This design comes from an exercise in tuning for small area, a short achievable clock period and few clock cycles per item on the open sky130 flow, not from production work. Where RTL was checked, it was by simulation tests only, not by an equivalence proof against the original. Only the layout flow was run in runs 2 and 5 to 7; the RTL was not checked for function there. In every run shown here, the design's own scripts or RTL, not TritonCTS, make the clock network. No driver is modelled on the clock port, so clock power and skew are understated where the tree is cut down; a real chip needs a root buffer or a tree. Power is estimated from default activity; no workload was simulated.

<file path="flow/config.mk">
export PLATFORM = sky130hd
export DESIGN_NAME = automaton
export DESIGN_NICKNAME = automaton
export VERILOG_FILES = /design/flow/design.v
export SDC_FILE = /design/flow/constraint.sdc
export NUM_CORES = 8
export LEC_CHECK = 0
export ABC_AREA = 1
export CAP_MARGIN = 20
export CORE_MARGIN = 2
export CORE_UTILIZATION = 50
export GPL_ROUTABILITY_DRIVEN = 1
export GPL_TIMING_DRIVEN = 1
export PLACE_DENSITY = 0.6
export SLEW_MARGIN = 20
export SYNTH_HIERARCHICAL = 1
</file>
<file path="flow/constraint.sdc">
create_clock -name core_clock -period 10.0 [get_ports {clk}]
set_input_delay 2.0000 -clock core_clock [delete_from_list [all_inputs] [get_ports {clk}]]
set_output_delay 2.0000 -clock core_clock [all_outputs]
set_load 0.01 [all_outputs]
</file>
<file path="flow/design.v">
`timescale 1ns / 1ps
module automaton_rule(
    input  [31:0] rule,
    input  [3:0]  idx,          
    output        n0,
    output        n1);
    assign n0 = rule[{idx[3:1], 1'b0, idx[0]}];
    assign n1 = rule[{idx[3:1], 1'b1, idx[0]}];
endmodule
module automaton_pick(
    input         world_in,
    input         ch0,
    input         ch1,
    input         is_read,
    input  [12:0] wr,           
    input  [12:0] rd,           
    output        do_wr,
    output [12:0] nxt);
    assign do_wr = is_read & (world_in ? ch1 : ch0);
    assign nxt   = do_wr ? wr : rd;
endmodule
module automaton(
    input               clk,
    input               rst,
    input      [31:0]   rule,
    output reg [5:0]    row,
    output reg [5:0]    col,
    output reg          world_we,
    input               world_in,
    output reg          world_out,
    output reg          update_done);
    reg [17:0] sr;          
    reg [63:0] st;          
    reg        c0, c1;      
    reg        halo;        
    reg        first;       
    wire       is_read = ~world_we;
    wire [2:0] s_ = row[5:3];
    wire [2:0] j_ = row[2:0];
    wire       rh = is_read & halo;             
    wire       rd = is_read & ~halo;            
    wire       col0  = (col == 6'd0);
    wire       col63 = (col == 6'd63);
    wire       j7 = (j_ == 3'd7);
    wire [2:0] sd = rh ? (col63 ? 3'd0 : 3'd7) : {2'b00, j7} + {2'b00, ~is_read & col63};
    wire [5:0] nr_row = {s_ + sd, rh ? j_ : j_ + 3'd1};
    wire [5:0] nr_col = col + {5'd0, ~rd};
    wire       nr_halo = ~rh & j7;
    wire       mW    = rd ? (col == 6'd1) : col0;              
    wire       mN    = rh & (s_ == 3'd1);
    wire       mS    = ~rh & (j_ == 3'd6) & ((rd & col0) ? (s_ == 3'd0) : (s_ == 3'd7));
    wire       tS = is_read ? sr[6]  : sr[7];
    wire       tC = is_read ? sr[7]  : sr[8];
    wire       tN = is_read ? sr[8]  : sr[9];
    wire       tW = is_read ? sr[16] : sr[17];
    wire       bN = (rh ? st[63] : tN) & ~mN;
    wire       bW = tW & ~mW;
    wire       bS = tS & ~mS;
    wire       n0, n1;
    automaton_rule lut(.rule(rule), .idx({bN, bW, tC, bS}), .n0(n0), .n1(n1));
    wire       valid = ~halo & ~(first & col0);
    wire       ch0 = valid & (c0 ^ sr[8]);
    wire       ch1 = valid & ((col0 ? c0 : c1) ^ sr[8]);
    wire [5:0] wr_row = {col0 ? s_ - 3'd1 : s_, j_};
    wire       do_wr;
    wire [5:0] n_row, n_col;
    wire       n_halo;
    automaton_pick pick(.world_in(world_in), .ch0(ch0), .ch1(ch1),
                        .is_read(is_read & ~rst),
                        .wr({wr_row, col - 6'd1, 1'b0}),
                        .rd(rst ? 13'd0 : {nr_row, nr_col, nr_halo}),
                        .do_wr(do_wr), .nxt({n_row, n_col, n_halo}));
    always @(posedge clk) begin
        if (is_read)
            sr <= {sr[16:0], world_in};
        if (is_read & halo)
            st <= {st[62:0], sr[0]};
        world_out <= ~sr[8];
        row <= n_row;
        col <= n_col;
        halo <= n_halo;
        world_we <= do_wr;
        c0 <= n0;
        c1 <= n1;
        if (rst) begin
            first <= 1'b1;
            update_done <= 1'b0;
        end else begin
            first <= first & col0;
            update_done <= is_read & halo & ~first & (row == 6'd8) & (col == 6'd0);
        end
    end
endmodule
</file>
<file path="flow/flow/run.sh">
#!/bin/bash
set -euo pipefail
bash standard.sh SYNTH_SCRIPT=$(pwd)/flow/synth_own.tcl SETUP_SLACK_MARGIN=7.25 BUFFER_PORTS_ARGS="-buffer_cell sky130_fd_sc_hd__buf_1" PRE_CTS_TCL=$(pwd)/flow/own_cts.tcl  finish > standard.log 2>&1
</file>
<file path="flow/flow/abc_own.script">
strash
dch
map -a
mfs2
strash
dch
map -a
topo
stime -c
buffer -c
upsize -c
dnsize -c
</file>
<file path="flow/flow/own_cts.tcl">
# Own clock tree, sourced as PRE_CTS_TCL. The clock port drives 4 clock
# buffers directly, and each buffer drives the clock pins of one group of
# flip-flops. With OWN_CTS_INV1 and OWN_CTS_INV2 set, each buffer is instead a
# pair of inverters: the port drives the first, the first drives only the
# second, and the second drives the group. The groups come from two cuts of
# the placed flip-flops: one across x or y, then one across each half the
# other way. The cut positions are searched so that the group with the
# largest estimated load (pin capacitance plus the wire of a minimum spanning
# tree) is as light as it can be. Every flip-flop is the same number of stages
# from the clock port.
# The tree is built in place of TritonCTS, that is after the CTS step's
# repair_clock_inverters (which would otherwise copy the inverters next to
# every flip-flop); the rest of the CTS step (legalisation, repair_timing)
# runs as usual.

# estimated load of a group in fF: 1.8 fF per clock pin, 0.12 fF per um of
# the minimum spanning tree over the pins (Prim)
proc own_cts_cost {pts} {
  set n [llength $pts]
  if {$n == 0} { return 0 }
  set xs [lmap p $pts {lindex $p 0}]
  set ys [lmap p $pts {lindex $p 1}]
  set in [lrepeat $n 0]
  set d [lrepeat $n 1e18]
  lset d 0 0
  set tot 0.0
  for {set k 0} {$k < $n} {incr k} {
    set best -1; set bd 1e18
    for {set i 0} {$i < $n} {incr i} {
      if {![lindex $in $i] && [lindex $d $i] < $bd} { set bd [lindex $d $i]; set best $i }
    }
    lset in $best 1
    set tot [expr {$tot + $bd}]
    set bx [lindex $xs $best]; set by [lindex $ys $best]
    for {set i 0} {$i < $n} {incr i} {
      if {![lindex $in $i]} {
        set dd [expr {abs([lindex $xs $i] - $bx) + abs([lindex $ys $i] - $by)}]
        if {$dd < [lindex $d $i]} { lset d $i $dd }
      }
    }
  }
  return [expr {1.8 * $n + 0.12 * $tot}]
}

# cut a list of {x y iterm} at fraction f along axis (0: x, 1: y)
proc own_cts_cut {pts axis f} {
  set pts [lsort -real -index $axis $pts]
  set k [expr {int(round([llength $pts] * $f))}]
  return [list [lrange $pts 0 [expr {$k - 1}]] [lrange $pts $k end]]
}

proc own_cts_build {} {
  set db [ord::get_db]
  set block [ord::get_db_block]
  set bufcell sky130_fd_sc_hd__clkbuf_16
  if {[info exists ::env(OWN_CTS_BUF)]} { set bufcell $::env(OWN_CTS_BUF) }
  set master [$db findMaster $bufcell]
  set inv1 ""
  if {[info exists ::env(OWN_CTS_INV1)] && [info exists ::env(OWN_CTS_INV2)]} {
    set inv1 [$db findMaster $::env(OWN_CTS_INV1)]
    set inv2 [$db findMaster $::env(OWN_CTS_INV2)]
  }
  set clknet [$block findNet clk]
  set dbu [$block getDbUnitsPerMicron]

  set sinks {}
  foreach it [$clknet getITerms] {
    set bb [[$it getInst] getBBox]
    set x [expr {([$bb xMin] + [$bb xMax]) / 2.0 / $dbu}]
    set y [expr {([$bb yMin] + [$bb yMax]) / 2.0 / $dbu}]
    lappend sinks [list $x $y $it]
  }
  puts "own_cts: [llength $sinks] clock sinks"

  set fracs {0.38 0.40 0.42 0.44 0.46 0.48 0.50 0.52 0.54 0.56 0.58 0.60 0.62}
  set best {}
  set bestcost 1e18
  foreach axis {0 1} {
    foreach f1 $fracs {
      set sub {}
      set worst 0
      foreach h [own_cts_cut $sinks $axis $f1] {
        set hb {}; set hc 1e18
        foreach f2 $fracs {
          set q [own_cts_cut $h [expr {1 - $axis}] $f2]
          set c [expr {max([own_cts_cost [lindex $q 0]], [own_cts_cost [lindex $q 1]])}]
          if {$c < $hc} { set hc $c; set hb $q }
        }
        lappend sub {*}$hb
        set worst [expr {max($worst, $hc)}]
      }
      if {$worst < $bestcost} { set bestcost $worst; set best $sub }
    }
  }
  puts "own_cts: worst estimated group load [format %.1f $bestcost] fF"

  set i 0
  foreach g $best {
    set sx 0.0; set sy 0.0
    foreach p $g { set sx [expr {$sx + [lindex $p 0]}]; set sy [expr {$sy + [lindex $p 1]}] }
    set cx [expr {int($sx / [llength $g] * $dbu)}]
    set cy [expr {int($sy / [llength $g] * $dbu)}]
    set net [odb::dbNet_create $block "clknet_own_$i"]
    $net setSigType CLOCK
    if {$inv1 eq ""} {
      set inst [odb::dbInst_create $block $master "clkbuf_own_$i"]
      [$inst findITerm A] connect $clknet
      [$inst findITerm X] connect $net
      set placed [list $inst]
    } else {
      set a [odb::dbInst_create $block $inv1 "clkinv_own_a$i"]
      set b [odb::dbInst_create $block $inv2 "clkinv_own_b$i"]
      set mid [odb::dbNet_create $block "clknet_own_m$i"]
      $mid setSigType CLOCK
      [$a findITerm A] connect $clknet
      [$a findITerm Y] connect $mid
      [$b findITerm A] connect $mid
      [$b findITerm Y] connect $net
      set placed [list $b $a]
    }
    foreach p $g {
      set it [lindex $p 2]
      $it disconnect
      $it connect $net
    }
    set dx 0
    foreach inst $placed {
      $inst setLocation [expr {$cx + $dx}] $cy
      $inst setPlacementStatus PLACED
      set dx [expr {$dx + [[$inst getMaster] getWidth]}]
    }
    puts "own_cts: group $i at ($cx, $cy): [llength $g] sinks, estimated [format %.1f [own_cts_cost $g]] fF"
    incr i
  }
}

# With OWN_OUTBUF set, the port buffers of the outputs (which start as buf_1,
# like those of the inputs) are swapped for that buffer before the tree is
# built; the CTS step's legalisation places them.
proc own_outbuf {} {
  if {![info exists ::env(OWN_OUTBUF)]} { return }
  set block [ord::get_db_block]
  set master [[ord::get_db] findMaster $::env(OWN_OUTBUF)]
  foreach bt [$block getBTerms] {
    if {[$bt getIoType] ne "OUTPUT"} { continue }
    set drv [[$bt getNet] getFirstOutput]
    if {$drv eq "NULL" || $drv eq ""} { continue }
    set inst [$drv getInst]
    if {[string match "*buf_1" [[$inst getMaster] getName]]} {
      $inst swapMaster $master
    }
  }
}

rename clock_tree_synthesis tritoncts_unused
proc clock_tree_synthesis {args} {
  own_outbuf
  own_cts_build
  puts "own_cts: clock tree built by own_cts.tcl, TritonCTS skipped"
  set_propagated_clock [all_clocks]
}
</file>
<file path="flow/flow/synth_own.tcl">
# The standard synthesis script (synth_recipe.tcl), with one change to the
# ABC mapping: the top module and the rule lookup are mapped with
# abc_own.script (beside this file: map -a and mfs2, for area), and the module
# that carries the late inputs world_in and rst (automaton_pick) with ORFS's
# own script (abc_area.script, or abc_speed.script with OWN_ABC_PICK=speed).
# Registers, their names and their cell types are the standard synthesis's.
set own_abc_script [file normalize [file join [file dirname [info script]] abc_own.script]]
proc synth {args} { yosys synth -nofsm -noshare {*}$args }
proc abc {args} {
  set i [lsearch -exact $args -script]
  if {$i < 0} { yosys abc {*}$args; return }
  set own $args
  lset own [expr {$i + 1}] $::own_abc_script
  yosys abc {*}$own automaton automaton_rule
  set late $args
  if {[info exists ::env(OWN_ABC_PICK)] && $::env(OWN_ABC_PICK) eq "speed"} {
    lset late [expr {$i + 1}] $::env(SCRIPTS_DIR)/abc_speed.script
  }
  yosys abc {*}$late automaton_pick
}
source $::env(SCRIPTS_DIR)/synth.tcl
# left out here: clear keep_hierarchy, flatten, clean up, hide names made inside functions, write 1_2_yosys.v
</file>
<file path="flow/standard.sh">
#!/bin/bash
# synth_recipe.tcl (not shown) runs the flow's synth.tcl, then flattens the netlist and writes it again
# the make line also repeats each setting of config.mk as NAME=value (left out here)
make -C /OpenROAD-flow-scripts/flow DESIGN_CONFIG=/design/flow/config.mk WORK_HOME=/design/flow/orfs CLKGATE_MAP_FILE= SYNTH_SCRIPT=/design/flow/synth_recipe.tcl "${@:-finish}"
</file>
==> results.ini, run 1 <==
[power_and_ir_drop]
internal_power_uw = 857
power.clock.fraction_pct = 12.1
p_comb_share_pct = 40.0
p_sw_share_pct = 37.9
ir_drop_mv = 0.143
seqPwrFrac_pct = 48.0
leakage_uw = 0.00168
switching_power_uw = 523
p_per_area_nw_per_um2 = 295

[setup_path]
r2r_setup_slack_ns = 7.51
critPathTopFamily = flip-flops
crit_fanout = 6
crit_path_end_kind = output port
crit_buf_inv = 1
path_class = flop to output port
startpoint_type = flop
slowest_stage = dfxtp_4
critPathMaxStageDelay_ns = 0.40
crit_chain = buf_1
critPathArrivalTime_ns = 0.71
cp_data_required_time_ns = 8.00

[place]
numPortBuffers = 49
dp_hpwl_um = 4550
gp_congestion = 0.802

[yosys]
synthMuxAreaShare_pct = 0
yosys.area_share.adder_pct = 5.22
synth_top_area_share_pct = 58.3
ys_seq_elements = 101
syn_area_per_cell_um2 = 12.3
synth_compound_area_share_pct = 7.79
async_flop_share_pct = 0
synth_ff_type = edfxtp_1
synth_area_um2 = 4220
synth_cell_types = 36
synth.area.top_cells = edfxtp_1 (58%), dfxtp_1 (9.0%), ha_1 (4.7%)
yosys.area_share.simple_pct = 12.9
synthesis.nets = 395
yosysTopAreaCell = edfxtp_1
synth_top_family_by_area = simple AND/OR/NAND/NOR gates
synth_cells = 343
synth.yosys.seq_area_share_pct = 67.3
synth-edff-count = 82
yosys_warnings = 7
synth_xor_area_share_pct = 1.45

[final_layout]
final_layout_size_suffix_gt1_share_pct = 14.5
final_cell_mix = edfxtp_1 (82), nand2_1 (53), buf_1 (46), nor2_1 (27), inv_1 (26)
n_antenna_cell = 0
layout_commonest_cell = edfxtp_1
final_nets = 446
area_growth_pct = 10.8

[route]
drt_iter0_markers = 145
wl_per_cell_um = 14.1
drc_errors = 0
antenna_left = 0
first_pass_iters = 4
viasPerCell = 5.14
vias = 2553
totalWireLength_um = 7020

[floorplanning]
start_util_pct = 51.4
die_h_um = 95.9
die-area_um2 = 9190
rows = 33
core_area_um2 = 8220
ios = 50
fp.dieW_um = 95.9

[run]
max-cap-violations = 0

[sta]
setup_viol = 0
hold_ws_ns = 0.424
fin_crit_ns = 2.71
fmax_mhz = 369
rsz0062_at_grt = false
fin_crit_sh_pct = 27.1
slew_violations = 0
skew_ns = 0.00822
hold_violations = 0
setup-tns-final_ns = 0

[worst_hold_path]
hold_path.class = flop to flop

[global_routing]
grt_antenna_before_repair = 0
grt_pass1_wl_um = 11200
track_usage_pct = 15.2
grt_pass1_vias = 2296
grt_overflow_total = 0
grt_max_degree = 73

[clock_tree]
clk_latency_ns = 0.15
clkTransAtPathRegs_ns = 0.09
ctsHoldBuffers = 0

[run_status]
status = complete, no violations

## final timing paths
path                    start               end  cells past startpoint
max reg2reg      halo$_DFF_P_        c0$_DFF_P_                     10
min          st[62]$_DFFE_PP_  st[63]$_DFFE_PP_                      0
min reg2reg  st[62]$_DFFE_PP_  st[63]$_DFFE_PP_                      0
max            col[2]$_DFF_P_            col[2]                      1
## Yosys cell counts, types with 3 or more instances
| cell | instances |
|---|---|
| o221ai_1 | 8 |
| nand2_1 | 53 |
| buf_4 | 4 |
| nor2_1 | 28 |
| nor3_1 | 5 |
| nor2_2 | 3 |
| o21ai_0 | 19 |
| inv_1 | 27 |
| dfxtp_1 | 19 |
| xor2_1 | 6 |
| ha_1 | 16 |
| a21oi_1 | 10 |
| nand3_1 | 21 |
| o21ai_2 | 6 |
| inv_2 | 8 |
| edfxtp_1 | 82 |
| buf_6 | 4 |
## through the flow
step | setup slack, ns | instances | area, um2 | total power, uW | utilization [%]
5_1_grt | 7.25 | 497 | 4680 | 1490 | 56.9
4_1_cts | 7.25 | 497 | 4650 | 1380 | 56.6
2_1_floorplan | 7.21 | 343 | 4260 | 1090 | -
3_5_place_dp | 6.85 | 490 | 4500 | 1190 | 54.7
3_3_place_gp | 6.88 | 490 | 4500 | 1190 | 54.7
6_report | 7.29 | 497 | 4680 | 1380 | 56.9
## sequential cells by signal (all words and copies together) (netlist names)
register	cells
c0	1
c1	1
col	6
first	1
halo	1
row	6
sr	18
st	64
update_done	1
world_out	1
world_we	1
## cell type report
cell class | count | area [um2]
buffer | 4 | 100
fill | 702 | 3540
inverter | 36 | 135
multi-input combinational | 196 | 1190
sequential | 101 | 2880
tap | 105 | 131
timing repair buffer | 55 | 240
## repair_timing
action                                  CTS  global route
pin swaps                                 1             0
endpoints found under the hold margin     0             0
setup buffers                             3             0
endpoints found under the setup margin   28            12
gates resized for setup                  15            12
## routing by layer
layer  global-route usage (%)  share of wire [%]
met1                     25.1                 52
met3                    0.940                3.4
met2                     23.4                 44
met4                    0.952               0.64
met5                        0                  0
## kinds of logic after synthesis
logic type      Yosys count
simple gates            120
flops                   101
compound gates           51
buf+inv                  46
fa+ha+maj                17
xor+xnor                  7
other cells               1
## per-module statistics from Yosys (local to each module, per instance)
module | cells | flip-flops and latches | copies in the design | cell area [um2]
automaton | 239 | 101 | 1 | 3680
automaton_rule | 52 | 0 | 1 | 295
automaton_pick | 52 | 0 | 1 | 249
## power groups by stage
stage | combinational, uW | sequential [uW] | clock [uW]
CTS | 548 | 659 | 172
global route | 627 | 676 | 187
global placement | 518 | 669 | 0
detailed placement | 526 | 668 | 0
floorplan | 433 | 652 | 0
finish | 552 | 662 | 167
Testbench counts, summed over its fixed seeds: cycles 2,499,633, generations 384.
==> inputs of run 2 (changes only) <==
--- a/flow/design.v
+++ b/flow/design.v
@@ -67,7 +67,7 @@
     wire       n_halo;
     automaton_pick pick(.world_in(world_in), .ch0(ch0), .ch1(ch1),
-                        .is_read(is_read & ~rst),
+                        .is_read(is_read),
                         .wr({wr_row, col - 6'd1, 1'b0}),
-                        .rd(rst ? 13'd0 : {nr_row, nr_col, nr_halo}),
+                        .rd({nr_row, nr_col, nr_halo}),
                         .do_wr(do_wr), .nxt({n_row, n_col, n_halo}));
     always @(posedge clk) begin
@@ -77,14 +77,17 @@
             st <= {st[62:0], sr[0]};
         world_out <= ~sr[8];
-        row <= n_row;
-        col <= n_col;
-        halo <= n_halo;
-        world_we <= do_wr;
+        world_we <= do_wr & ~rst;
         c0 <= n0;
         c1 <= n1;
         if (rst) begin
+            row <= 6'd0;
+            col <= 6'd0;
+            halo <= 1'b0;
             first <= 1'b1;
             update_done <= 1'b0;
         end else begin
+            row <= n_row;
+            col <= n_col;
+            halo <= n_halo;
             first <= first & col0;
             update_done <= is_read & halo & ~first & (row == 6'd8) & (col == 6'd0);
==> results.ini, run 2 <==
[setup_path]
critPathMaxStageDelay_ns = 0.41
slowest_stage = dfxtp_4
crit_buf_inv = 1
crit_chain = buf_1
critPathTopFamily = flip-flops
startpoint_type = flop
cp_data_required_time_ns = 8.00
crit_fanout = 7
critPathArrivalTime_ns = 0.72
crit_path_end_kind = output port
path_class = flop to output port

[floorplanning]
die_h_um = 96.2
start_util_pct = 51.7
core_area_um2 = 8220
ios = 50
fp.dieW_um = 96.2
die-area_um2 = 9250
rows = 33

[sta]
max_slew_margin_pct = 51.8
skew_ns = 0.00882
fin_crit_ns = 2.72
setup-tns-final_ns = 0
fmax_mhz = 368
fin_crit_sh_pct = 27.2
hold_ws_ns = 0.425
worstMarginPinSlew_ns = 0.723
slew_violations = 0
setup_viol = 0
setup_slack_ns = 7.28
hold_violations = 0
rsz0062_at_grt = false

[yosys]
synth.yosys.seq_area_share_pct = 66.9
synth_cell_types = 35
synth.area.top_cells = edfxtp_1 (58%), dfxtp_1 (9.0%), ha_1 (4.4%)
synth_area_um2 = 4250
synth_ff_type = edfxtp_1
synthesis.nets = 401
yosys_warnings = 7
synth_top_area_share_pct = 58.0
synth-edff-count = 82
yosysTopAreaCell = edfxtp_1
async_flop_share_pct = 0
synth_cells = 350
ys_top_cells_by_count = edfxtp_1 (82), nand2_1 (47), inv_1 (42)
synth_most_common_cell = edfxtp_1
ys_seq_elements = 101
syn_area_per_cell_um2 = 12.1

[global_routing]
grt_overflow_total = 0
grt_max_degree = 63
grt_pass1_wl_um = 10800
grt_pass1_vias = 2177
track_usage_pct = 14.5
grt_antenna_before_repair = 0

[final_layout]
n_antenna_cell = 0
multi_input_area_um2 = 1150
top_register = st
final_cell_mix = edfxtp_1 (82), nand2_1 (47), inv_1 (42), buf_1 (42), nor2_1 (37)
area_growth_pct = 10.4
instances_no_fill = 505
largest_reg_flops = 64
final-seq-area_um2 = 2880
layout_commonest_cell = edfxtp_1
fillers = 704
final_nets = 453
final_layout_size_suffix_gt1_share_pct = 13.0
top_regs = st (64), sr (18)

[place]
dp_cells = 495
dp_hpwl_um = 4330
gp_congestion = 0.794
dp_slack_ns = 7.09
numPortBuffers = 49

[run_status]
status = complete, no violations

[clock_tree]
clkTransAtPathRegs_ns = 0.09
clk_latency_ns = 0.16
ctsHoldBuffers = 0

[worst_hold_path]
hold_path.class = flop to flop

[power_and_ir_drop]
total_power_uw = 1430
ir_drop_mv = 0.170
p_per_area_nw_per_um2 = 306
leakage_uw = 0.00174

[run]
max-cap-violations = 0

[route]
viasPerCell = 4.94
vias = 2495
first_pass_iters = 5
drt_iter0_markers = 88
antenna_left = 0
drc_errors = 0
totalWireLength_um = 6700
wl_per_cell_um = 13.3

run 2: final cells by class:
class                   count  area share, %
plain buffers               4           2.13
multi-input cells         191           24.4
repair buffers             59           5.71
flip-flops and latches    101           61.3
inverters                  45           3.60
well taps                 105           2.80
run 2: timing repair:
| action | 4_1_cts | 5_1_grt |
|---|---|---|
| setup endpoints to repair | 11 | 26 |
| setup buffers | 0 | 6 |
| endpoints found under the hold margin | 0 | 0 |
| gates cloned | 0 | 0 |
| gates resized for setup | 16 | 12 |
| pin swaps | 0 | 2 |
run 2: worst paths after layout:
| kind | end | from | slack (ns) | cells after the start |
|---|---|---|---|---|
| worst max register to register | row[5]$_SDFF_PP0_ | world_we$_DFF_P_ | 7.46 | 14 |
| worst min-delay path | st[38]$_DFFE_PP_ | st[37]$_DFFE_PP_ | 0.42 | 0 |
| worst min register to register | st[38]$_DFFE_PP_ | st[37]$_DFFE_PP_ | 0.42 | 0 |
| worst max-delay path | row[3] | row[3]$_SDFF_PP0_ | 7.28 | 1 |
run 2: logic make-up after synthesis:
group           Yosys count  synth area share [%]
buf+inv                  58                  6.39
fa+ha+maj                16                  4.89
flops                   101                  66.9
xor+xnor                 13                  2.68
simple gates            121                  12.7
other cells               1                0.0883
compound gates           40                  6.30
run 2: worst register-to-register path, cell delays in order (launching register included):
cell	delay (ns)
dfxtp_4	0.38
inv_1	0.05
buf_4	0.38
nor2_1	0.11
ha_1	0.29
nand2_1	0.06
nand2_1	0.05
ha_1	0.19
fa_1	0.38
xnor2_1	0.19
xor2_1	0.16
nand2_1	0.07
nand2_1	0.06
inv_1	0.04
nor2_1	0.06
run 2: per-module statistics from Yosys, one instance, submodules excluded:
module | flip-flops and latches | cell area (um2)
automaton_rule | 0 | 295
automaton_pick | 0 | 249
automaton | 101 | 3700
run 2: power breakdown:
group / internal, uW / switching [uW]
registers: 595 / 66.7
clock network: 73.3 / 93.0
logic: 230 / 376
total: 898 / 535
run 2: routing by layer:
| metal | GRT usage (%) | share of wire, % | vias to the layer above |
|---|---|---|---|
| met3 | 0.783 | 3.3 | 7 |
| met4 | 1.90 | 1.5 | 0 |
| li1 | - | - | 1282 |
| met1 | 23.2 | 50 | 1174 |
| met5 | 0 | 0 | - |
| met2 | 22.6 | 45 | 32 |
run 2: through the flow:
| stage | area (um2) | utilization, % |
|---|---|---|
| 2_1_floorplan | 4250 | - |
| 6_report | 4690 | 57.1 |
| 4_1_cts | 4620 | 56.3 |
| 3_5_place_dp | 4500 | 54.7 |
| 5_1_grt | 4690 | 57.1 |
| 3_3_place_gp | 4500 | 54.7 |
==> inputs of run 3 (changes only) <==
--- a/flow/design.v
+++ b/flow/design.v
@@ -68,6 +68,6 @@
     automaton_pick pick(.world_in(world_in), .ch0(ch0), .ch1(ch1),
                         .is_read(is_read),
-                        .wr({wr_row, col - 6'd1, 1'b0}),
-                        .rd({nr_row, nr_col, nr_halo}),
+                        .wr(rst ? 13'd0 : {wr_row, col - 6'd1, 1'b0}),
+                        .rd(rst ? 13'd0 : {nr_row, nr_col, nr_halo}),
                         .do_wr(do_wr), .nxt({n_row, n_col, n_halo}));
     always @(posedge clk) begin
@@ -77,17 +77,14 @@
             st <= {st[62:0], sr[0]};
         world_out <= ~sr[8];
+        row <= n_row;
+        col <= n_col;
+        halo <= n_halo;
         world_we <= do_wr & ~rst;
         c0 <= n0;
         c1 <= n1;
         if (rst) begin
-            row <= 6'd0;
-            col <= 6'd0;
-            halo <= 1'b0;
             first <= 1'b1;
             update_done <= 1'b0;
         end else begin
-            row <= n_row;
-            col <= n_col;
-            halo <= n_halo;
             first <= first & col0;
             update_done <= is_read & halo & ~first & (row == 6'd8) & (col == 6'd0);
==> flow/flow/run.sh (replaced) <==
#!/bin/bash
set -euo pipefail
bash standard.sh SYNTH_SCRIPT=$(pwd)/flow/synth_own.tcl SETUP_SLACK_MARGIN=7.3 BUFFER_PORTS_ARGS="-buffer_cell sky130_fd_sc_hd__buf_1" PRE_CTS_TCL=$(pwd)/flow/own_cts.tcl  finish > standard.log 2>&1
==> results.ini, run 3 <==
[route]
first_pass_iters = 4
wl_met1_um = 3850
vias = 2644
drt_iter0_markers = 140
viasPerCell = 5.11
met2WireLength_um = 3200
antenna_left = 0
wl_met3_um = 244
routed.top_layer = met4
wl_per_cell_um = 14.2
drc_errors = 0
totalWireLength_um = 7340

[final_layout]
final_layout_size_suffix_gt1_share_pct = 18.9
layout_commonest_cell = edfxtp_1
top_regs = st (64), sr (18)
n_antenna_cell = 0
top_register = st
final_cell_mix = edfxtp_1 (82), nand2_1 (50), buf_1 (34), nor2_1 (32), inv_1 (26)
area_growth_pct = 13.5
final_nets = 466
utilization_pct = 58.8
largest_reg_flops = 64
instances_no_fill = 517
stdcell_area_um2 = 4830

[yosys]
synth-edff-count = 82
synthesis.nets = 404
yosysTopAreaCell = edfxtp_1
synth.area.top_cells = edfxtp_1 (58%), dfxtp_1 (8.9%), ha_1 (4.7%)
syn_area_per_cell_um2 = 12.1
synth_cell_types = 40
synth_most_common_cell = edfxtp_1
synth_ff_type = edfxtp_1
synth_top_area_share_pct = 57.9
async_flop_share_pct = 0
synth_cells = 352
ys_seq_elements = 101
synth_area_um2 = 4250
synth.yosys.seq_area_share_pct = 66.8
yosys_warnings = 7
ys_top_cells_by_count = edfxtp_1 (82), nand2_1 (50), nor2_1 (32)

[setup_path]
crit_buf_inv = 1
path_class = flop to output port
critPathTopFamily = flip-flops
r2r_start = col[3]$_DFF_P_
critPathArrivalTime_ns = 0.69
r2r_setup_slack_ns = 7.60
crit_fanout = 5
crit_path_end_kind = output port
startpoint_type = flop
r2r_cells = 14
slowest_stage = dfxtp_4
crit_chain = clkbuf_2
reg2reg_to = row[5]$_DFF_P_
critPathMaxStageDelay_ns = 0.39
cp_data_required_time_ns = 8.00

[place]
postPlaceCellArea_um2 = 4520
dp_hpwl_um = 4590
gp_congestion = 0.776
dp_cells = 500
numPortBuffers = 49

[power_and_ir_drop]
leakage_uw = 0.00184
p_per_area_nw_per_um2 = 314
ir_drop_mv = 0.160
total_power_uw = 1520

[floorplanning]
rows = 33
start_util_pct = 51.8
core_area_um2 = 8220
fp.dieW_um = 96.2
die_h_um = 96.2
ios = 50
die-area_um2 = 9260

[global_routing]
grt_pass1_wl_um = 11600
grt_max_degree = 73
track_usage_pct = 15.7
grt_overflow_total = 0
grt_pass1_vias = 2349
grt_antenna_before_repair = 0

[clock_tree]
ctsHoldBuffers = 0
clk_latency_ns = 0.16
clkTransAtPathRegs_ns = 0.09

[sta]
worstMarginPinSlew_ns = 0.694
fin_crit_sh_pct = 26.9
slew_violations = 0
skew_ns = 0.0116
max_slew_margin_pct = 53.4
hold_violations = 0
fmax_mhz = 371
rsz0062_at_grt = true
setup-tns-final_ns = 0
fin_crit_ns = 2.69
setup_viol = 0

[run]
max-cap-violations = 0

[worst_hold_path]
min_from = st[46]$_DFFE_PP_
worstHoldPathCells = 0
hold_path.class = flop to flop
whs_endpoint = st[47]$_DFFE_PP_

[run_status]
status = complete, no violations

[run 3: changes by cell type after synthesis, sizes merged, moves of 3 or more]
| cell | before | now |
|---|---|---|
| a21oi | 5 | 16 |
| a31oi | 0 | 3 |
| buf | 10 | 6 |
| inv | 45 | 36 |
| nand2 | 50 | 53 |
| nor2 | 42 | 38 |
| nor3 | 3 | 6 |
| o21ai | 21 | 31 |
| xor2 | 10 | 0 |
[run 3: per-layer routing]
metal / GRT usage, % / vias to the layer above
met1: 26.6 / 1242
met4: 0.952 / 0
met5: 0 / -
met2: 23.4 / 45
li1: - / 1352
met3: 0.783 / 5
[run 3: power by group]
group / switching (uW) / internal [uW]
Combinational: 401 / 211
Sequential: 69.0 / 666
Clock: 96.1 / 73.4
Total: 567 / 950
[run 3: kinds of logic after synthesis]
| logic type | share of synthesized area (%) |
|---|---|
| AO/OA/AOI/OAI | 9.15 |
| XOR/XNOR | 0.206 |
| adder cells (fa/ha/maj) | 5.18 |
| buffers and inverters | 4.85 |
| flip-flops | 66.8 |
| other | 0.0882 |
| AND/OR/NAND/NOR | 13.7 |
[run 3: layout make-up]
type,instances,area (um2)
Sequential cell,101,2890
Inverter,37,144
Timing Repair Buffer,64,343
Fill cell,690,3390
Tap cell,105,131
Buffer,4,100
Multi-Input combinational cell,206,1220
[run 3: worst register-to-register path: stages, from the launching register on]
cell     delay (ns)
dfxtp_4        0.38
inv_1          0.10
nor2_4         0.12
nand4_1        0.15
nor2_1         0.13
ha_1           0.23
nand2_1        0.07
nand2_1        0.06
ha_1           0.19
fa_1           0.41
xnor2_2        0.19
o21ai_1        0.09
a21oi_1        0.11
nand2_1        0.06
nand2_1        0.05
[run 3: per-module statistics from Yosys (local to each module, per instance)]
module          cell area, um2  cells  times used  flip-flops and latches
automaton                 3710    248           1                     101
automaton_pick             249     52           1                       0
automaton_rule             295     52           1                       0
[run 3: how the worst max path moves through the flow]
stage | endpoint | cells past startpoint | startpoint | slack [ns]
final | row[4] | 1 | row[4]$_DFF_P_ | 7.31
after global routing | row[4] | 1 | row[4]$_DFF_P_ | 7.28
after CTS | row[5]$_DFF_P_ | 12 | halo$_DFF_P_ | 7.13
after detailed placement | row[4]$_DFF_P_ | 6 | rst | 6.73
after global placement | row[5]$_DFF_P_ | 6 | rst | 6.79
after floorplan | col[0]$_DFF_P_ | 5 | rst | 7.32
[run 3: timing repair]
item / in CTS / in global routing
gates resized for setup: 29 / 18
setup endpoints to repair: 29 / 25
pin swaps: 0 / 2
buffers inserted: 1 / 11
gates cloned: 0 / 0
[run 3: through the flow]
stage	hold slack, ns	worst slack [ns]
6_report	0.426	7.31
5_1_grt	0.432	7.28
4_1_cts	0.428	7.13
3_5_place_dp	0.405	6.73
3_3_place_gp	0.402	6.79
2_1_floorplan	0.400	7.32
Testbench counts of run 3, summed over its fixed seeds: cycles 2,499,633, generations 384.
==> inputs of run 4 (changes only) <==
==> flow/flow/run.sh (replaced) <==
#!/bin/bash
set -euo pipefail
bash standard.sh SYNTH_SCRIPT=$(pwd)/flow/synth_own.tcl SETUP_SLACK_MARGIN=7.2 BUFFER_PORTS_ARGS="-buffer_cell sky130_fd_sc_hd__buf_1" PRE_CTS_TCL=$(pwd)/flow/own_cts.tcl  finish > standard.log 2>&1
==> results.ini, run 4 <==
[run_status]
status = complete, no violations

[global_routing]
track_usage_pct = 15.6
grt_overflow_total = 0
grt_antenna_before_repair = 0
grt_pass1_vias = 2373
grt_pass1_wl_um = 11500
grt_max_degree = 66

[power_and_ir_drop]
p_sw_share_pct = 38.1
total_power_uw = 1480
p_per_area_nw_per_um2 = 316
internal_power_uw = 914
p_comb_share_pct = 39.0
switching_power_uw = 562
ir_drop_mv = 0.204
power.clock.fraction_pct = 11.4
leakage_uw = 0.00173
seqPwrFrac_pct = 49.7

[route]
drc_errors = 0
antenna_left = 0
totalWireLength_um = 7230
first_pass_iters = 4
vias = 2628
wl_per_cell_um = 14.2
viasPerCell = 5.16
drt_iter0_markers = 203

[worst_hold_path]
worstHoldPathCells = 0
hold_path.class = flop to flop

[final_layout]
area_growth_pct = 9.91
fillers = 695
final_cell_mix = edfxtp_1 (82), nand2_1 (50), buf_1 (48), nor2_1 (32), inv_1 (26)
final_nets = 458
top_regs = st (64), sr (18)
top_register = st
final-seq-area_um2 = 2860
n_antenna_cell = 0
layout_commonest_cell = edfxtp_1
final_layout_size_suffix_gt1_share_pct = 12.6
multi_input_area_um2 = 1200
largest_reg_flops = 64

[setup_path]
path_class = flop to output port
crit_chain = buf_1
startpoint_type = flop
slowest_stage = dfxtp_1
worstSetupPathDepth = 1
critPathMaxStageDelay_ns = 0.44
crit_buf_inv = 1
critPathArrivalTime_ns = 0.77
critPathTopFamily = flip-flops
crit_path_end_kind = output port
crit_fanout = 5
cp_data_required_time_ns = 8.00
r2r_cells = 14

[floorplanning]
rows = 33
die_h_um = 96.2
core_area_um2 = 8220
fp.dieW_um = 96.2
ios = 50
die-area_um2 = 9260
start_util_pct = 51.8

[yosys]
synthesis.nets = 404
ys_top_cells_by_count = edfxtp_1 (82), nand2_1 (50), nor2_1 (32)
synth_ff_type = edfxtp_1
synth_cell_types = 40
yosysTopAreaCell = edfxtp_1
yosys_warnings = 7
synth-edff-count = 82
async_flop_share_pct = 0
synth_top_area_share_pct = 57.9
syn_area_per_cell_um2 = 12.1
synth.yosys.seq_area_share_pct = 66.8
ys_seq_elements = 101
synth_area_um2 = 4250
synth.area.top_cells = edfxtp_1 (58%), dfxtp_1 (8.9%), ha_1 (4.7%)
synth_cells = 352
synth_most_common_cell = edfxtp_1

[sta]
max_slew_margin_pct = 47.4
worstMarginPinSlew_ns = 0.789
setup-tns-final_ns = 0
fmax_mhz = 361
fin_crit_sh_pct = 27.7
setup_viol = 0
fin_crit_ns = 2.77
setup_slack_ns = 7.23
slew_violations = 0
hold_violations = 0
skew_ns = 0.00468
rsz0062_at_grt = false

[place]
dp_hpwl_um = 4590
numPortBuffers = 49
dp_slack_ns = 6.61
gp_congestion = 0.768

[clock_tree]
clkTransAtPathRegs_ns = 0.09
clk_latency_ns = 0.16

[run]
max-cap-violations = 0

[run 4: cell type report]
class / instances / area share (%)
well taps: 105 / 2.81
inverters: 37 / 3.10
repair buffers: 56 / 5.09
plain buffers: 4 / 2.14
multi-input cells: 206 / 25.7
flip-flops and latches: 101 / 61.1
[run 4: per-module statistics from Yosys, one instance, submodules excluded]
module	flip-flops and latches	cell area (um2)
automaton	101	3710
automaton_pick	0	249
automaton_rule	0	295
[run 4: worst paths after layout]
check | start | end | slack (ns)
max | col[3]$_DFF_P_ | col[3] | 7.23
min | st[21]$_DFFE_PP_ | st[22]$_DFFE_PP_ | 0.42
max reg2reg | col[3]$_DFF_P_ | row[5]$_DFF_P_ | 7.54
min reg2reg | st[21]$_DFFE_PP_ | st[22]$_DFFE_PP_ | 0.42
[run 4: cells by family after synthesis]
| family | count (synthesis) | share of synthesized area, % |
|---|---|---|
| AOI/OAI and AO/OA | 62 | 9.15 |
| and+or+nand+nor | 125 | 13.7 |
| other | 1 | 0.0882 |
| xor gates and xnor gates | 1 | 0.206 |
| DFF | 101 | 66.8 |
| buffers and inverters | 45 | 4.85 |
| adders and majority gates | 17 | 5.18 |
[run 4: metrics by stage]
stage,utilization [%],instances,cell area (um2),hold slack (ns)
5_1_grt,56.9,509,4670,0.437
3_3_place_gp,55.1,501,4530,0.401
3_5_place_dp,55.1,501,4530,0.405
2_1_floorplan,-,352,4250,0.400
4_1_cts,56.4,505,4640,0.427
6_report,56.9,509,4670,0.425
[run 4: layer usage]
metal  wire (um)  vias up  track usage [%]
met5           0        -                0
li1            -     1333                -
met2        3100       42             23.3
met3         225        5            0.861
met4          80        0             1.67
met1        3830     1248             26.0
[run 4: power by group through the flow]
stage | registers, uW | clock network (uW) | logic (uW)
global placement | 742 | 0 | 557
global route | 747 | 189 | 659
finish | 732 | 168 | 575
detailed placement | 742 | 0 | 565
floorplan | 721 | 0 | 452
CTS | 740 | 173 | 567
[run 4: timing repair]
| action | CTS | global route |
|---|---|---|
| cloned | 0 | 0 |
| hold buffers | 0 | 0 |
| buffers inserted | 0 | 4 |
| resized for setup | 7 | 7 |
| endpoints found under the setup margin | 16 | 13 |
==> inputs of run 5 (changes only) <==
--- a/flow/design.v
+++ b/flow/design.v
@@ -10,4 +10,5 @@
 module automaton_pick(
     input         world_in,
+    input         rst,
     input         ch0,
     input         ch1,
@@ -15,8 +16,9 @@
     input  [12:0] wr,           
     input  [12:0] rd,           
-    output        do_wr,
-    output [12:0] nxt);
-    assign do_wr = is_read & (world_in ? ch1 : ch0);
-    assign nxt   = do_wr ? wr : rd;
+    output        we,           
+    output [12:0] nxt);         
+    wire   do_wr = is_read & (world_in ? ch1 : ch0);
+    assign we  = do_wr & ~rst;
+    assign nxt = rst ? 13'd0 : do_wr ? wr : rd;
 endmodule
 module automaton(
@@ -66,9 +68,9 @@
     wire [5:0] n_row, n_col;
     wire       n_halo;
-    automaton_pick pick(.world_in(world_in), .ch0(ch0), .ch1(ch1),
+    automaton_pick pick(.world_in(world_in), .rst(rst), .ch0(ch0), .ch1(ch1),
                         .is_read(is_read),
-                        .wr(rst ? 13'd0 : {wr_row, col - 6'd1, 1'b0}),
-                        .rd(rst ? 13'd0 : {nr_row, nr_col, nr_halo}),
-                        .do_wr(do_wr), .nxt({n_row, n_col, n_halo}));
+                        .wr({wr_row, col - 6'd1, 1'b0}),
+                        .rd({nr_row, nr_col, nr_halo}),
+                        .we(do_wr), .nxt({n_row, n_col, n_halo}));
     always @(posedge clk) begin
         if (is_read)
@@ -80,5 +82,5 @@
         col <= n_col;
         halo <= n_halo;
-        world_we <= do_wr & ~rst;
+        world_we <= do_wr;
         c0 <= n0;
         c1 <= n1;
==> flow/flow/run.sh (replaced) <==
#!/bin/bash
set -euo pipefail
bash standard.sh SYNTH_SCRIPT=$(pwd)/flow/synth_own.tcl SETUP_SLACK_MARGIN=7.25 BUFFER_PORTS_ARGS="-buffer_cell sky130_fd_sc_hd__buf_1" PRE_CTS_TCL=$(pwd)/flow/own_cts.tcl  finish > standard.log 2>&1
==> results.ini, run 5 <==
[run]
max-cap-violations = 0

[power_and_ir_drop]
seqPwrFrac_pct = 46.6
p_comb_share_pct = 42.7
p_sw_share_pct = 38.3
internal_power_uw = 956
power.clock.fraction_pct = 10.8
leakage_uw = 0.00174
p_per_area_nw_per_um2 = 326
ir_drop_mv = 0.136
switching_power_uw = 593

[route]
vias = 2586
first_pass_iters = 4
drc_errors = 0
totalWireLength_um = 7290
antenna_left = 0
viasPerCell = 5.16
wl_per_cell_um = 14.6
drt_iter0_markers = 152

[setup_path]
r2r_start = col[0]$_DFF_P_
crit_path_end_kind = output port
crit_fanout = 7
reg2reg_to = c0$_DFF_P_
path_class = flop to output port
crit_chain = buf_1
critPathArrivalTime_ns = 0.71
r2r_cells = 13
startpoint_type = flop
crit_buf_inv = 1
r2r_setup_slack_ns = 7.47
critPathTopFamily = flip-flops
startpoint = row[3]$_DFF_P_
cp_data_required_time_ns = 8.00
slowest_stage = dfxtp_4
endpoint = row[3]
worstSetupPathDepth = 1
critPathMaxStageDelay_ns = 0.40

[yosys]
synthesis.nets = 397
syn_area_per_cell_um2 = 12.4
synth-edff-count = 82
ys_seq_elements = 101
synth_cells = 346
synth_cell_types = 37
synth.yosys.seq_area_share_pct = 66.1
yosys_warnings = 7
synth.area.top_cells = edfxtp_1 (57%), dfxtp_1 (8.8%), ha_1 (4.4%)
synth_ff_type = edfxtp_1
synth_area_um2 = 4300
synth_top_area_share_pct = 57.2
ys_top_cells_by_count = edfxtp_1 (82), inv_1 (42), nor2_1 (38)
async_flop_share_pct = 0
synth_most_common_cell = edfxtp_1
yosysTopAreaCell = edfxtp_1

[sta]
hold_ws_ns = 0.421
fin_crit_ns = 2.71
skew_ns = 0.0108
fin_crit_sh_pct = 27.1
worstMarginPinSlew_ns = 0.620
rsz0062_at_grt = true
setup-tns-final_ns = 0
max_slew_margin_pct = 58.2
fmax_mhz = 369
setup_viol = 0
hold_violations = 0
slew_violations = 0

[final_layout]
instances_no_fill = 501
n_antenna_cell = 0
top_register = st
final_cell_mix = edfxtp_1 (82), buf_1 (44), inv_1 (42), nor2_1 (37), nand2_1 (29)
stdcell_area_um2 = 4750
largest_reg_flops = 64
area_growth_pct = 10.4
final_layout_size_suffix_gt1_share_pct = 14.6
layout_commonest_cell = edfxtp_1
final_nets = 449
final-seq-area_um2 = 2880
fillers = 714
multi_input_area_um2 = 1210
top_regs = st (64), sr (18)

[floorplanning]
core_area_um2 = 8260
die_h_um = 96.8
ios = 50
rows = 33
start_util_pct = 52.1
fp.dieW_um = 96.8
die-area_um2 = 9360

[place]
dp_cells = 490
postPlaceCellArea_um2 = 4530
numPortBuffers = 49
dp_hpwl_um = 4470
gp_congestion = 0.771

[worst_hold_path]
hold_path.class = flop to flop
min_from = st[52]$_DFFE_PP_

[clock_tree]
ctsHoldBuffers = 0
clkTransAtPathRegs_ns = 0.09
clk_latency_ns = 0.16

[global_routing]
grt_pass1_wl_um = 11900
grt_antenna_before_repair = 0
grt_max_degree = 75
track_usage_pct = 14.9
grt_pass1_vias = 2456
grt_overflow_total = 0

[run_status]
status = complete, no violations

[run 5: cell types whose count changed in the layout (fill, tap and decap cells not counted), sizes merged, moves of 4 or more]
cell | before | now
xor2 | 0 | 11
nor2 | 38 | 42
nand2 | 53 | 34
inv | 35 | 43
o21ai | 31 | 22
[run 5: power by group through the flow]
stage / clock network (uW) / registers, uW / logic (uW)
CTS: 174 / 727 / 615
floorplan: 0 / 703 / 516
finish: 167 / 722 / 661
global route: 189 / 740 / 753
detailed placement: 0 / 728 / 612
global placement: 0 / 726 / 596
[run 5: worst min path at each step]
stage / slack [ns] / cells past startpoint / to
after floorplan: 0.40 / 0 / sr[11]$_DFFE_PN_
after global placement: 0.40 / 0 / st[6]$_DFFE_PP_
after detailed placement: 0.40 / 0 / sr[6]$_DFFE_PN_
after CTS: 0.43 / 0 / st[53]$_DFFE_PP_
after global routing: 0.44 / 0 / st[4]$_DFFE_PP_
final: 0.42 / 0 / st[53]$_DFFE_PP_
[run 5: repair_timing]
item / CTS / global route
pin swaps: 0 / 2
buffers inserted: 0 / 6
endpoints found under the hold margin: 0 / 0
setup endpoints to repair: 13 / 26
cloned: 0 / 1
gates resized for setup: 14 / 16
[run 5: layer usage]
layer	up-vias	track usage, %	routed length (um)
li1	1282	-	-
met2	38	22.8	3280
met3	8	1.45	261
met1	1258	24.0	3680
met4	0	1.30	60
met5	-	0	0
[run 5: area by class of cell]
type                       instances  share of cell area, %
buffer                             4                   2.11
tap                              105                   2.77
multi-input combinational        189                   25.5
inverter                          43                   3.40
sequential                       101                   60.6
timing repair buffer              59                   5.67
[run 5: per-module statistics from Yosys (local to each module, per instance)]
module,cells inside,copies in the design
automaton,216,1
automaton_pick,78,1
automaton_rule,52,1
[run 5: logic make-up after synthesis]
logic type / Yosys count / share of synthesized area (%)
simple gates: 104 / 11.6
flops: 101 / 66.1
buf+inv: 57 / 6.75
compound gates: 54 / 8.00
fa+ha+maj: 16 / 4.83
xor+xnor: 13 / 2.65
other cells: 1 / 0.0872
[run 5: metrics by stage]
stage	worst slack (ns)	power, uW	utilization, %
floorplan	7.36	1220	-
detailed placement	7.10	1340	54.8
global placement	7.16	1320	54.8
CTS	7.19	1520	56.3
global route	7.23	1680	57.5
finish	7.29	1550	57.5
==> inputs of run 6 (changes only) <==
--- a/flow/design.v
+++ b/flow/design.v
@@ -2,9 +2,17 @@
 module automaton_rule(
     input  [31:0] rule,
-    input  [3:0]  idx,          
+    input  [15:0] sel,          
     output        n0,
     output        n1);
-    assign n0 = rule[{idx[3:1], 1'b0, idx[0]}];
-    assign n1 = rule[{idx[3:1], 1'b1, idx[0]}];
+    wire [15:0] e0, e1;
+    genvar i;
+    generate
+        for (i = 0; i < 16; i = i + 1) begin : g
+            assign e0[i] = rule[{i[3:1], 1'b0, i[0]}];
+            assign e1[i] = rule[{i[3:1], 1'b1, i[0]}];
+        end
+    endgenerate
+    assign n0 = |(sel & e0);
+    assign n1 = |(sel & e1);
 endmodule
 module automaton_pick(
@@ -17,5 +25,5 @@
     input  [12:0] rd,           
     output        we,           
-    output [12:0] nxt);         
+    output [12:0] nxt);
     wire   do_wr = is_read & (world_in ? ch1 : ch0);
     assign we  = do_wr & ~rst;
@@ -50,20 +58,23 @@
     wire       nr_halo = ~rh & j7;
     wire       mW    = rd ? (col == 6'd1) : col0;              
-    wire       mN    = rh & (s_ == 3'd1);
-    wire       mS    = ~rh & (j_ == 3'd6) & ((rd & col0) ? (s_ == 3'd0) : (s_ == 3'd7));
+    wire       j0    = rh | j7;                                
+    wire       q     = (rd & col0) ? (s_ == 3'd0) : (s_ == 3'd7);
+    wire       mN    = rh ? (s_ == 3'd1) : (j7 & q);           
+    wire       mS    = ~rh & (j_ == 3'd6) & q;                 
     wire       tS = is_read ? sr[6]  : sr[7];
     wire       tC = is_read ? sr[7]  : sr[8];
     wire       tN = is_read ? sr[8]  : sr[9];
     wire       tW = is_read ? sr[16] : sr[17];
-    wire       bN = (rh ? st[63] : tN) & ~mN;
+    wire       bN = (j0 ? st[63] : tN) & ~mN;
     wire       bW = tW & ~mW;
     wire       bS = tS & ~mS;
     wire       n0, n1;
-    automaton_rule lut(.rule(rule), .idx({bN, bW, tC, bS}), .n0(n0), .n1(n1));
+    automaton_rule lut(.rule(rule), .sel(16'd1 << {bN, bW, tC, bS}),
+                       .n0(n0), .n1(n1));
     wire       valid = ~halo & ~(first & col0);
     wire       ch0 = valid & (c0 ^ sr[8]);
     wire       ch1 = valid & ((col0 ? c0 : c1) ^ sr[8]);
     wire [5:0] wr_row = {col0 ? s_ - 3'd1 : s_, j_};
-    wire       do_wr;
+    wire       we_n;
     wire [5:0] n_row, n_col;
     wire       n_halo;
@@ -72,15 +83,15 @@
                         .wr({wr_row, col - 6'd1, 1'b0}),
                         .rd({nr_row, nr_col, nr_halo}),
-                        .we(do_wr), .nxt({n_row, n_col, n_halo}));
+                        .we(we_n), .nxt({n_row, n_col, n_halo}));
     always @(posedge clk) begin
         if (is_read)
             sr <= {sr[16:0], world_in};
-        if (is_read & halo)
-            st <= {st[62:0], sr[0]};
+        if (is_read & ~halo & (row[2:0] == 3'd0))
+            st <= {st[62:0], sr[1]};
         world_out <= ~sr[8];
         row <= n_row;
         col <= n_col;
         halo <= n_halo;
-        world_we <= do_wr;
+        world_we <= we_n;
         c0 <= n0;
         c1 <= n1;
==> flow/flow/run.sh (replaced) <==
#!/bin/bash
set -euo pipefail
bash standard.sh SYNTH_SCRIPT=$(pwd)/flow/synth_own.tcl SETUP_SLACK_MARGIN=7.2 BUFFER_PORTS_ARGS="-buffer_cell sky130_fd_sc_hd__buf_1" PRE_CTS_TCL=$(pwd)/flow/own_cts.tcl  finish > standard.log 2>&1
==> flow/flow/synth_own.tcl (replaced) <==
# The standard synthesis script (synth_recipe.tcl), with one change: ABC
# maps the top module with abc_own.script (beside this file: map -a and mfs2,
# for area) and the two small modules that carry the late inputs (rule and
# world_in) with ORFS's own script. Registers, their names and their cell
# types are the standard synthesis's.
set own_abc_script [file normalize [file join [file dirname [info script]] abc_own.script]]
proc synth {args} { yosys synth -nofsm -noshare {*}$args }
proc abc {args} {
  set i [lsearch -exact $args -script]
  if {$i < 0} { yosys abc {*}$args; return }
  set late {automaton_pick}
  set own $args
  lset own [expr {$i + 1}] $::own_abc_script
  yosys abc {*}$own automaton automaton_rule
  yosys abc {*}$args {*}$late
}
source $::env(SCRIPTS_DIR)/synth.tcl
# left out here: clear keep_hierarchy, flatten, clean up, hide names made inside functions, write 1_2_yosys.v
==> results.ini, run 6 <==
[run_status]
status = complete, no violations

[setup_path]
crit_buf_inv = 1
crit_fanout = 6
startpoint_type = flop
cp_data_required_time_ns = 8.00
r2r_setup_slack_ns = 7.39
crit_path_end_kind = output port
r2r_cells = 16
crit_chain = buf_1
critPathArrivalTime_ns = 0.75
critPathMaxStageDelay_ns = 0.43
reg2reg_to = c0$_DFF_P_
critPathTopFamily = flip-flops
path_class = flop to output port
slowest_stage = dfxtp_2
startpoint = col[5]$_DFF_P_
r2r_start = col[1]$_DFF_P_

[route]
drc_errors = 0
drt_iter0_markers = 114
antenna_left = 0
totalWireLength_um = 6760
vias = 2471
first_pass_iters = 4
wl_per_cell_um = 13.4
viasPerCell = 4.91

[yosys]
async_flop_share_pct = 0
synth.area.top_cells = edfxtp_1 (57%), dfxtp_1 (8.8%), ha_1 (4.3%)
syn_area_per_cell_um2 = 12.4
yosys.area_share.adder_pct = 4.78
synthesis.nets = 400
synth_top_area_share_pct = 56.7
synth_most_common_cell = edfxtp_1
synth_xor_area_share_pct = 2.62
synth_compound_area_share_pct = 8.06
synth_top_family_by_area = simple AND/OR/NAND/NOR gates
yosys.area_share.simple_pct = 13.3
synthMuxAreaShare_pct = 0
ys_top_cells_by_count = edfxtp_1 (82), nor2_1 (45), inv_1 (39)
yosys_warnings = 7
synth_cell_types = 36
yosysTopAreaCell = edfxtp_1
synth_cells = 349
ys_seq_elements = 101
synth-edff-count = 82
synth.yosys.seq_area_share_pct = 65.4
synth_area_um2 = 4340
synth_ff_type = edfxtp_1

[power_and_ir_drop]
ir_drop_mv = 0.165
p_sw_share_pct = 36.9
power.clock.fraction_pct = 9.7
internal_power_uw = 1080
switching_power_uw = 630
leakage_uw = 0.00179
p_per_area_nw_per_um2 = 360
p_comb_share_pct = 38.9
seqPwrFrac_pct = 51.4

[worst_hold_path]
hold_path.class = flop to flop
whs_endpoint = sr[14]$_DFFE_PN_
min_from = sr[13]$_DFFE_PN_
worstHoldPathCells = 0

[floorplanning]
start_util_pct = 50.8
die-area_um2 = 9450
die_h_um = 97.2
fp.dieW_um = 97.2
core_area_um2 = 8550
rows = 34
ios = 50

[final_layout]
final_cell_mix = edfxtp_1 (82), buf_1 (48), nor2_1 (44), inv_1 (38), nand2_1 (35)
utilization_pct = 55.5
stdcell_area_um2 = 4750
layout_commonest_cell = edfxtp_1
final_nets = 448
n_antenna_cell = 0
area_growth_pct = 9.27
largest_reg_flops = 64
top_register = st
top_regs = st (64), sr (18)
final_layout_size_suffix_gt1_share_pct = 13.2
instances_no_fill = 503

[clock_tree]
clk_latency_ns = 0.16
clkTransAtPathRegs_ns = 0.09
ctsHoldBuffers = 0

[sta]
slew_violations = 0
skew_ns = 0.00788
fmax_mhz = 364
fin_crit_ns = 2.75
rsz0062_at_grt = true
fin_crit_sh_pct = 27.5
max_slew_margin_pct = 50.2
worstMarginPinSlew_ns = 0.747
setup-tns-final_ns = 0
setup_slack_ns = 7.25
setup_viol = 0
hold_violations = 0

[global_routing]
grt_max_degree = 65
grt_pass1_vias = 2287
track_usage_pct = 13.9
grt_pass1_wl_um = 11100
grt_overflow_total = 0
grt_antenna_before_repair = 0

[place]
numPortBuffers = 49
dp_cells = 497
dp_slack_ns = 7.07
dp_hpwl_um = 4430
postPlaceCellArea_um2 = 4590
gp_congestion = 0.821

[run]
max-cap-violations = 0

run 6: cell types whose count changed in the layout (fill, tap and decap cells not counted), sizes merged, moves of 3 or more:
cell    change
a22o        +8
o21ai      -19
nor2        +8
nand2       +4
o221ai      -8
a221oi      +8
buf         -3
clkbuf      -3
run 6: routing by layer:
layer	global-route usage [%]	share of wire [%]	vias to the layer above
met5	0	0	-
met4	2.78	2.1	0
met3	1.58	4.9	12
met2	20.8	42	55
met1	22.3	51	1110
li1	-	-	1294
run 6: stage by stage:
| stage | hold slack (ns) | power, uW |
|---|---|---|
| after floorplan | 0.400 | 1400 |
| after global placement | 0.402 | 1520 |
| after detailed placement | 0.405 | 1530 |
| after CTS | 0.424 | 1710 |
| after global routing | 0.434 | 1850 |
| final | 0.418 | 1710 |
run 6: power groups by stage:
stage	Combinational, uW	Clock (uW)	Sequential, uW
finish	666	165	879
global route	761	187	905
CTS	661	175	879
detailed placement	655	0	877
global placement	642	0	880
floorplan	547	0	848
run 6: worst max-delay path by stage:
stage | cells after the start | end | slack (ns)
2_1_floorplan | 12 | row[5]$_DFF_P_ | 7.40
3_3_place_gp | 6 | col[3]$_DFF_P_ | 7.12
3_5_place_dp | 6 | col[1]$_DFF_P_ | 7.07
4_1_cts | 1 | world_we | 7.20
5_1_grt | 16 | c0$_DFF_P_ | 7.17
6_report | 1 | col[5] | 7.25
run 6: layout make-up:
type | instances | area (um2)
timing repair buffer | 53 | 215
buffer | 4 | 100
multi-input combinational | 196 | 1280
sequential | 101 | 2860
inverter | 41 | 154
fill | 704 | 3800
tap | 108 | 135
run 6: modules after synthesis, one instance, submodules excluded:
module	area, um2	cells inside
automaton_pick	414	78
automaton	3730	253
automaton_rule	203	18
run 6: what timing repair did:
action,CTS,global route
endpoints found under the setup margin,6,15
buffers inserted,1,1
resized for setup,4,14
pin swaps,1,3
run 6: kinds of logic after synthesis:
logic type | after synthesis
other | 1
AND/OR/NAND/NOR | 122
XOR/XNOR | 13
adder cells (fa/ha/maj) | 16
flip-flops | 101
buffers and inverters | 52
AO/OA/AOI/OAI | 44
run 6: worst register-to-register path, stage by stage, from the launching register on:
cell and delay, ns:
dfxtp_2 0.36, inv_1 0.11, ha_4 0.15, nand2_2 0.07
nor3_4 0.17, inv_2 0.06, nor2_2 0.10, nor2_1 0.05
a31oi_1 0.20, nor2_1 0.10, nor2_2 0.22, nor2_1 0.09
nand2_1 0.09, nor2_1 0.06, a22o_1 0.24, a221oi_2 0.23
nand4_1 0.15
==> inputs of run 7 (changes only) <==
==> flow/flow/run.sh (replaced) <==
#!/bin/bash
set -euo pipefail
bash standard.sh SYNTH_SCRIPT=$(pwd)/flow/synth_own.tcl SETUP_SLACK_MARGIN=7.25 BUFFER_PORTS_ARGS="-buffer_cell sky130_fd_sc_hd__buf_1" PRE_CTS_TCL=$(pwd)/flow/own_cts.tcl  finish > standard.log 2>&1
==> results.ini, run 7 <==
[route]
totalWireLength_um = 6910
viasPerCell = 4.97
antenna_left = 0
first_pass_iters = 4
vias = 2514
drc_errors = 0
wl_per_cell_um = 13.7
drt_iter0_markers = 94

[yosys]
ys_top_cells_by_count = edfxtp_1 (82), nor2_1 (45), inv_1 (39)
ys_seq_elements = 101
synth.yosys.seq_area_share_pct = 65.4
synth_area_um2 = 4340
synth_top_area_share_pct = 56.7
yosysTopAreaCell = edfxtp_1
synth_most_common_cell = edfxtp_1
yosys_warnings = 7
synth-edff-count = 82
async_flop_share_pct = 0
synth_cell_types = 36
synth_cells = 349
synth.area.top_cells = edfxtp_1 (57%), dfxtp_1 (8.8%), ha_1 (4.3%)
syn_area_per_cell_um2 = 12.4
synth_ff_type = edfxtp_1
synthesis.nets = 400

[sta]
hold_ws_ns = 0.418
fin_crit_sh_pct = 27.2
max_slew_margin_pct = 50.4
slew_violations = 0
hold_violations = 0
rsz0062_at_grt = true
fmax_mhz = 367
skew_ns = 0.00762
worstMarginPinSlew_ns = 0.744
setup-tns-final_ns = 0
fin_crit_ns = 2.72
setup_viol = 0

[power_and_ir_drop]
ir_drop_mv = 0.168
leakage_uw = 0.00183
total_power_uw = 1740
p_per_area_nw_per_um2 = 362

[place]
postPlaceCellArea_um2 = 4590
dp_hpwl_um = 4430
numPortBuffers = 49
gp_congestion = 0.821
dp_cells = 497

[run_status]
status = complete, no violations

[floorplanning]
die-area_um2 = 9450
rows = 34
start_util_pct = 50.8
die_h_um = 97.2
core_area_um2 = 8550
fp.dieW_um = 97.2
ios = 50

[clock_tree]
clk_latency_ns = 0.15
ctsHoldBuffers = 0
clkTransAtPathRegs_ns = 0.09

[final_layout]
final_cell_mix = edfxtp_1 (82), buf_1 (46), nor2_1 (44), inv_1 (37), nand2_1 (34)
area_growth_pct = 10.8
instances_no_fill = 506
top_register = st
top_regs = st (64), sr (18)
multi_input_area_um2 = 1310
largest_reg_flops = 64
final_layout_size_suffix_gt1_share_pct = 15.3
stdcell_area_um2 = 4810
final_nets = 451
fillers = 695
final-seq-area_um2 = 2880
layout_commonest_cell = edfxtp_1
n_antenna_cell = 0

[worst_hold_path]
whs_endpoint = sr[14]$_DFFE_PN_
min_from = sr[13]$_DFFE_PN_
hold_path.class = flop to flop
worstHoldPathCells = 0

[global_routing]
grt_pass1_wl_um = 11100
grt_max_degree = 65
grt_antenna_before_repair = 0
track_usage_pct = 13.9
grt_overflow_total = 0
grt_pass1_vias = 2287

[setup_path]
critPathArrivalTime_ns = 0.72
r2r_cells = 16
slowest_stage = dfxtp_2
startpoint = col[1]$_DFF_P_
critPathTopFamily = flip-flops
critPathMaxStageDelay_ns = 0.40
crit_chain = buf_1
r2r_setup_slack_ns = 7.44
cp_data_required_time_ns = 8.00
startpoint_type = flop
r2r_start = col[0]$_DFF_P_
path_class = flop to output port
crit_buf_inv = 1
crit_path_end_kind = output port
crit_fanout = 6
reg2reg_to = c0$_DFF_P_

[run]
max-cap-violations = 0

run 7: layer usage:
metal  part of all wire (%)  track usage [%]  up-vias
met2                     43             20.8       44
met4                    2.1             2.78        0
met3                    4.2             1.58       12
met1                     51             22.3     1153
li1                       -                -     1305
met5                      0                0        -
run 7: through the flow:
step	worst slack [ns]	utilization [%]
after detailed placement	7.07	53.7
final	7.28	56.3
after global placement	7.12	53.7
after global routing	7.23	56.3
after CTS	7.20	55.2
after floorplan	7.40	-
run 7: report_power, final:
part           internal, uW  switching (uW)  total (uW)
combinational           235             464         699
sequential              787            89.6         877
clock                  73.3            92.8         166
total                  1100             646        1740
run 7: worst max path at each step:
stage	endpoint	slack, ns	cells past startpoint
global route	c0$_DFF_P_	7.23	16
detailed placement	col[1]$_DFF_P_	7.07	6
global placement	col[3]$_DFF_P_	7.12	6
CTS	world_we	7.20	1
floorplan	row[5]$_DFF_P_	7.40	12
finish	col[1]	7.28	1
run 7: final cells by class:
| cell class | count | share of cell area [%] |
|---|---|---|
| sequential | 101 | 59.8 |
| tap | 108 | 2.81 |
| multi-input combinational | 197 | 27.3 |
| timing repair buffer | 55 | 4.83 |
| inverter | 41 | 3.20 |
| buffer | 4 | 2.08 |
run 7: kinds of logic (layout without fill, tap and decap cells):
family                   Yosys count  in the layout  share of synthesized area (%)
XOR/XNOR                          13             13                           2.62
adder cells (fa/ha/maj)           16             16                           4.78
AO/OA/AOI/OAI                     44             44                           8.06
flip-flops                       101            101                           65.4
buffers and inverters             52            100                           5.70
other                              1              1                         0.0863
AND/OR/NAND/NOR                  122            123                           13.3
run 7: timing repair:
action / 4_1_cts / 5_1_grt
gates resized for setup: 14 / 19
endpoints found under the setup margin: 14 / 22
pin swaps: 1 / 8
cloned: 0 / 1
buffers inserted: 1 / 3
hold endpoints to repair: 0 / 0
run 7: Yosys stat by module (local to each module, per instance):
module,flops+latches,times used
automaton,101,1
automaton_pick,0,1
automaton_rule,0,1

[re-timing with driven ports]
No port has a modelled driver above. Below, the same layouts with a new extraction and two added sets of constraints.
Step 1, drivers: a clkbuf_16 drives clk and a buf_2 each remaining input, both assumed.
Step 2, shift: input delay + t, output delay - t, t = (earliest + latest rising clock arrival at the registers) / 2. This alone moves slack from input paths to output paths.
Slacks: ideal ports / drivers / drivers and shift; pairs: ideal ports / drivers.
| run | t, ns | setup slack, ns | cell pins on the clock port's net |
|---|---|---|---|
| run 1 | 0.222 | 7.289 / 7.218 / 7.188 | 4 |
| run 2 | 0.225 | 7.282 / 7.209 / 7.166 | 4 |
| run 3 | 0.223 | 7.308 / 7.240 / 7.227 | 4 |
| run 4 | 0.228 | 7.229 / 7.153 / 7.114 | 4 |
| run 5 | 0.224 | 7.288 / 7.216 / 7.127 | 4 |
| run 6 | 0.224 | 7.253 / 7.180 / 7.137 | 4 |
| run 7 | 0.224 | 7.278 / 7.206 / 7.149 | 4 |
After both steps setup and hold are still met in every run listed. The setup slack of run 5, which loses most, moves by -0.072 ns with the drivers and by -0.161 ns with both steps.
